Context: an optimization exercise on an open-source flow, tuned for small area. The choices shown serve that exercise and are no tape-out recipe.
Only simulation tests tie the RTL to the original design; equivalence was not proved.
Power and IR drop assume default switching activity.

## north
Design glitch_and_exi, start of the top module:
module glitch_and_exi (
	input  CLK,
	input  rst,  
	output TX,
	input RX,
	output LED1,
	output LED2,
	output LED3,
	output LED4,
	output LED5,
	input BTN1,
	input BTN2,
	input BTN3,
	output LEDR_N,
	output LEDG_N,
	input P1A9_in,
	output P1A9_out, P1A9_oe,
	input P1A1, P1A3, P1A4, P1A7, P1A8, P1A2, P1A10,
	input P1B1_in,  
	output P1B1_out, P1B1_oe,  
	output P1B3_oe,  
	input P1B7  
);
	localparam [4:0]  RESET_DURATION = 5'h10;
	localparam [20:0] L_ZERO = 21'h1FFFFF;
	localparam [20:0] L_ONE  = 21'h0FFFFF;
	localparam [20:0] L_D1_0 = 21'h07959C;  
	localparam [20:0] L_D1_1 = 21'h03CACE;  
	localparam [20:0] L_D1_2 = 21'h01E567;  
	localparam [20:0] L_D2   = 21'h01649A;  
	localparam [20:0] L_D0   = 21'h155400;  
	wire [7:0] WIIU_DEBUG_LIVE = {P1A10, P1A9_in, P1A8, P1A7, P1A4, P1A3, P1A2, P1A1};
	reg [7:0] WIIU_DEBUG;
	reg [7:0] LAST_WIIU_DEBUG;
	reg wiiu_tx;
	reg [7:0] wiiu_tx_byte;
	reg wiiu_nrst_read;
	reg last_wiiu_nrst_read;
	reg [7:0] uart_rx_queue;
	reg [7:0] uart_rx_queue_len;
	reg [511:0] hist;
	reg [7:0] hist_len;
	reg perma_stop_reset;
	reg buffer_btn1;
	reg buffer_btn2;
	reg last_buffer_btn1;
	reg last_buffer_btn2;
	reg [1:0] flush;
	wire data_flag = |flush;
	reg [7:0] data_tx;
	wire tx1_start = flush[1] & ~flush[0];
	wire tx1_busy;
	reg reset_trigger;
	reg [4:0] reset_counter;
	reg glitch_log;          
	reg [20:0] bdelay;
	reg [1:0] bphase;        
	reg [1:0] binc;          
	reg exi_clk;
	reg last_exi_clk;
	reg [7:0] exi_clk_cnt;   
	reg is_serial;
	reg [8:0] serial_sr;
	wire serial_full = serial_sr[8];
	wire [7:0] serial_byte = serial_sr[7:0];
	uart_tx utx1 (
		.clk(CLK),
		.rst(rst),
		.tx_start(tx1_start),
		.tx_data(data_tx),
		.tx(TX),
		.tx_busy(tx1_busy)
	);
	wire rx1_ready;
	wire [7:0] rx1_data;
	uart_rx urx1 (
		.clk(CLK),
		.rst(rst),
		.rx(RX),
		.rx_ready(rx1_ready),
		.rx_data(rx1_data)
	);
	wire [20:0] delay_1 = (binc == 2'd0) ? L_D1_0 : (binc == 2'd1) ? L_D1_1 : L_D1_2;
	wire ev = BTN3 || (!wiiu_nrst_read && last_wiiu_nrst_read);
	wire dbg_changed = WIIU_DEBUG != LAST_WIIU_DEBUG;
	wire btn2_rise = buffer_btn2 && !last_buffer_btn2;
  ...
export LEC_CHECK = 0
export CAP_MARGIN = 0
export CELL_PAD_IN_SITES_DETAIL_PLACEMENT = 1
export CELL_PAD_IN_SITES_GLOBAL_PLACEMENT = 2
export CORE_MARGIN = 2
export CORE_UTILIZATION = 30
export PLACE_DENSITY = 0.4
export SLEW_MARGIN = 0
create_clock -name core_clock -period 10.0 [get_ports {CLK}]
standard.sh (not shown) runs the stock make flow with config.mk's settings and CLKGATE_MAP_FILE= SYNTH_SCRIPT=/design/flow/synth_recipe.tcl, a recipe that flattens the netlist after the stock synthesis.
==> flow/flow/run.sh <==
#!/bin/bash
# Standard ORFS layout with three changes:
#  - synthesis maps with an area-oriented ABC script (&nf); all other
#    synthesis passes, flattening and renaming are the standard ones;
#  - CTS uses clkbuf_8 leaf clusters of up to 15 sinks (70 um) and no dummy loads;
#  - port buffers are buf_1 cells.
set -euo pipefail
HERE=$(pwd)
rm -rf "$HERE/myscripts"
cp -r "$FLOW_HOME/scripts" "$HERE/myscripts"
cp "$HERE/flow/abc_map.script" "$HERE/myscripts/abc_speed.script"
cp "$HERE/flow/abc_map.script" "$HERE/myscripts/abc_area.script"
bash standard.sh SCRIPTS_DIR="$HERE/myscripts" synth > "$HERE/synth.log" 2>&1
export CTS_ARGS="-sink_clustering_enable -repair_clock_nets -dont_use_dummy_load -buf_list sky130_fd_sc_hd__clkbuf_8 -sink_clustering_size 15 -sink_clustering_max_diameter 70"
export BUFFER_PORTS_ARGS="-buffer_cell sky130_fd_sc_hd__buf_1"
bash standard.sh finish > "$HERE/layout.log" 2>&1
==> flow/flow/abc_map.script <==
strash
&get -n
&st
&dch
&nf -R 1000
&put
topo
Modified inputs, south compared to north
==> flow/flow/run.sh <==
#!/bin/bash
# Standard ORFS layout with three changes:
#  - synthesis maps with an area-oriented ABC script (&nf); all other
#    synthesis passes, flattening and renaming are the standard ones;
#  - CTS uses clkbuf_8 leaf clusters of up to 12 sinks (80 um) and no dummy loads;
#  - port buffers are buf_1 cells.
set -euo pipefail
HERE=$(pwd)
rm -rf "$HERE/myscripts"
cp -r "$FLOW_HOME/scripts" "$HERE/myscripts"
cp "$HERE/flow/abc_map.script" "$HERE/myscripts/abc_speed.script"
cp "$HERE/flow/abc_map.script" "$HERE/myscripts/abc_area.script"
bash standard.sh SCRIPTS_DIR="$HERE/myscripts" synth > "$HERE/synth.log" 2>&1
export CTS_ARGS="-sink_clustering_enable -repair_clock_nets -dont_use_dummy_load -buf_list sky130_fd_sc_hd__clkbuf_8 -sink_clustering_size 12 -sink_clustering_max_diameter 80"
export BUFFER_PORTS_ARGS="-buffer_cell sky130_fd_sc_hd__buf_1"
bash standard.sh finish > "$HERE/layout.log" 2>&1
==> flow/flow/abc_map.script <==
strash
&get -n
&st
&dc2
&dch
&nf -p -R 2000
&put
topo
## What came out
The final layout from north, which completed every stage, passed the timing, design-rule and antenna checks at the end of the flow. south reached the final stage; the timing, design-rule and antenna checks on its layout passed. Diff north..south | width of the die | negligible. Diff north -> south: relative slew slack went down; area of the mapped netlist went up 0.39%; highest ir drop seen on vdd picked up an extra 22%. Min first-pass iteration count of the detailed router across south and north: south. When south is measured against north, its share of the core filled with cells turns out 0.19 points higher. Compared with north, in south number of H-tree branching levels picked up an extra 1, critical path depth lost 5, adder-cell area share of the yosys netlist neither gained nor lost much, proportion of power drawn by combinational gates lost 0.5 points.
diff inputs: south => east
==> flow/flow/run.sh <==
#!/bin/bash
# Standard ORFS layout with three changes:
#  - synthesis maps with an area-oriented ABC script (&nf); all other
#    synthesis passes, flattening and renaming are the standard ones;
#  - CTS uses clkbuf_8 leaf clusters of up to 15 sinks (70 um) and no dummy loads;
#  - port buffers are buf_1 cells.
set -euo pipefail
HERE=$(pwd)
rm -rf "$HERE/myscripts"
cp -r "$FLOW_HOME/scripts" "$HERE/myscripts"
cp "$HERE/flow/abc_map.script" "$HERE/myscripts/abc_speed.script"
cp "$HERE/flow/abc_map.script" "$HERE/myscripts/abc_area.script"
bash standard.sh SCRIPTS_DIR="$HERE/myscripts" synth > "$HERE/synth.log" 2>&1
export CTS_ARGS="-sink_clustering_enable -repair_clock_nets -dont_use_dummy_load -buf_list sky130_fd_sc_hd__clkbuf_8 -sink_clustering_size 15 -sink_clustering_max_diameter 70"
export BUFFER_PORTS_ARGS="-buffer_cell sky130_fd_sc_hd__buf_1"
bash standard.sh finish > "$HERE/layout.log" 2>&1
==> flow/flow/abc_map.script <==
strash
&get -n
&st
&dch
&nf -R 1000
&put
topo
diff --git a/flow/config.mk b/flow/config.mk
--- a/flow/config.mk
+++ b/flow/config.mk
@@ -11,4 +11,5 @@
 export CORE_MARGIN = 2
 export CORE_UTILIZATION = 30
+export GPL_TIMING_DRIVEN = 0
 export PLACE_DENSITY = 0.4
 export SLEW_MARGIN = 0
==> results.txt <==
- east reports a higher number of cells on the critical path than south does.
- On total track usage: east sits below south.
- Of east and south, south shows the higher via count, with east below it.
- Against south as the reference, east delivers a lower share of total power in the clock network.
- Of east and south, east shows the higher number of ordinary inverters in the final layout, with south below it.
- Taking south as the reference, in east non-filler instance count after layout did not really move, share of power burned in combinational logic went up by 1.8 points, area growth from synthesis to layout increased by 3.5 points relative to the old numbers, clock-pin slew on the worst setup and hold paths rose 0.03 ns.
Inputs modified between east and west:
diff --git a/flow/config.mk b/flow/config.mk
--- a/flow/config.mk
+++ b/flow/config.mk
@@ -11,5 +11,4 @@
 export CORE_MARGIN = 2
 export CORE_UTILIZATION = 30
-export GPL_TIMING_DRIVEN = 0
-export PLACE_DENSITY = 0.4
+export PLACE_DENSITY = 0.5
 export SLEW_MARGIN = 0
Notes after the runs:
west: no failed stages, no open violations at the end. east completed end to end with timing, DRC and antenna clean. Per the comparison of west with east, total power fell 83 uW, buffer share of cell area -3.3 points, cell area after synthesis was more or less identical, clock network power consumption closely matched the old numbers. Looking at static power due to leakage, west sits 4.0% below east.

[afterwards: timing with drivers on the ports]
Ports are ideal in the flow. The routed layouts listed here were re-timed in OpenROAD. Step 1 sets driving cells, clkbuf_16 on the clock port and buf_2 on the other inputs (assumed; they add their load-dependent delay and slew). Step 2 times the ports against the registers' clock, not the clock port: input delays grow and output delays shrink by t, the midpoint of the rising clock arrivals with the driver on. Slacks: no drivers / after step 1 / after step 2; pairs: no drivers / after step 1.
run | t, ns | setup WS [ns] | worst setup path at the end | clock arrival spread, ns | slew at the worst register clock pin (ns)
north | 0.770 | 3.805 / 3.851 / 3.081 | input to register | 0.065 / 0.065 | 0.11 / 0.11
south | 0.716 | 4.560 / 4.596 / 3.880 | input to register | 0.051 / 0.052 | 0.09 / 0.09
east | 0.747 | 3.462 / 3.500 / 2.753 | input to register | 0.080 / 0.080 | 0.11 / 0.11
west | 0.770 | 3.805 / 3.851 / 3.081 | input to register | 0.065 / 0.065 | 0.11 / 0.11
After both steps every run listed still meets setup and hold.
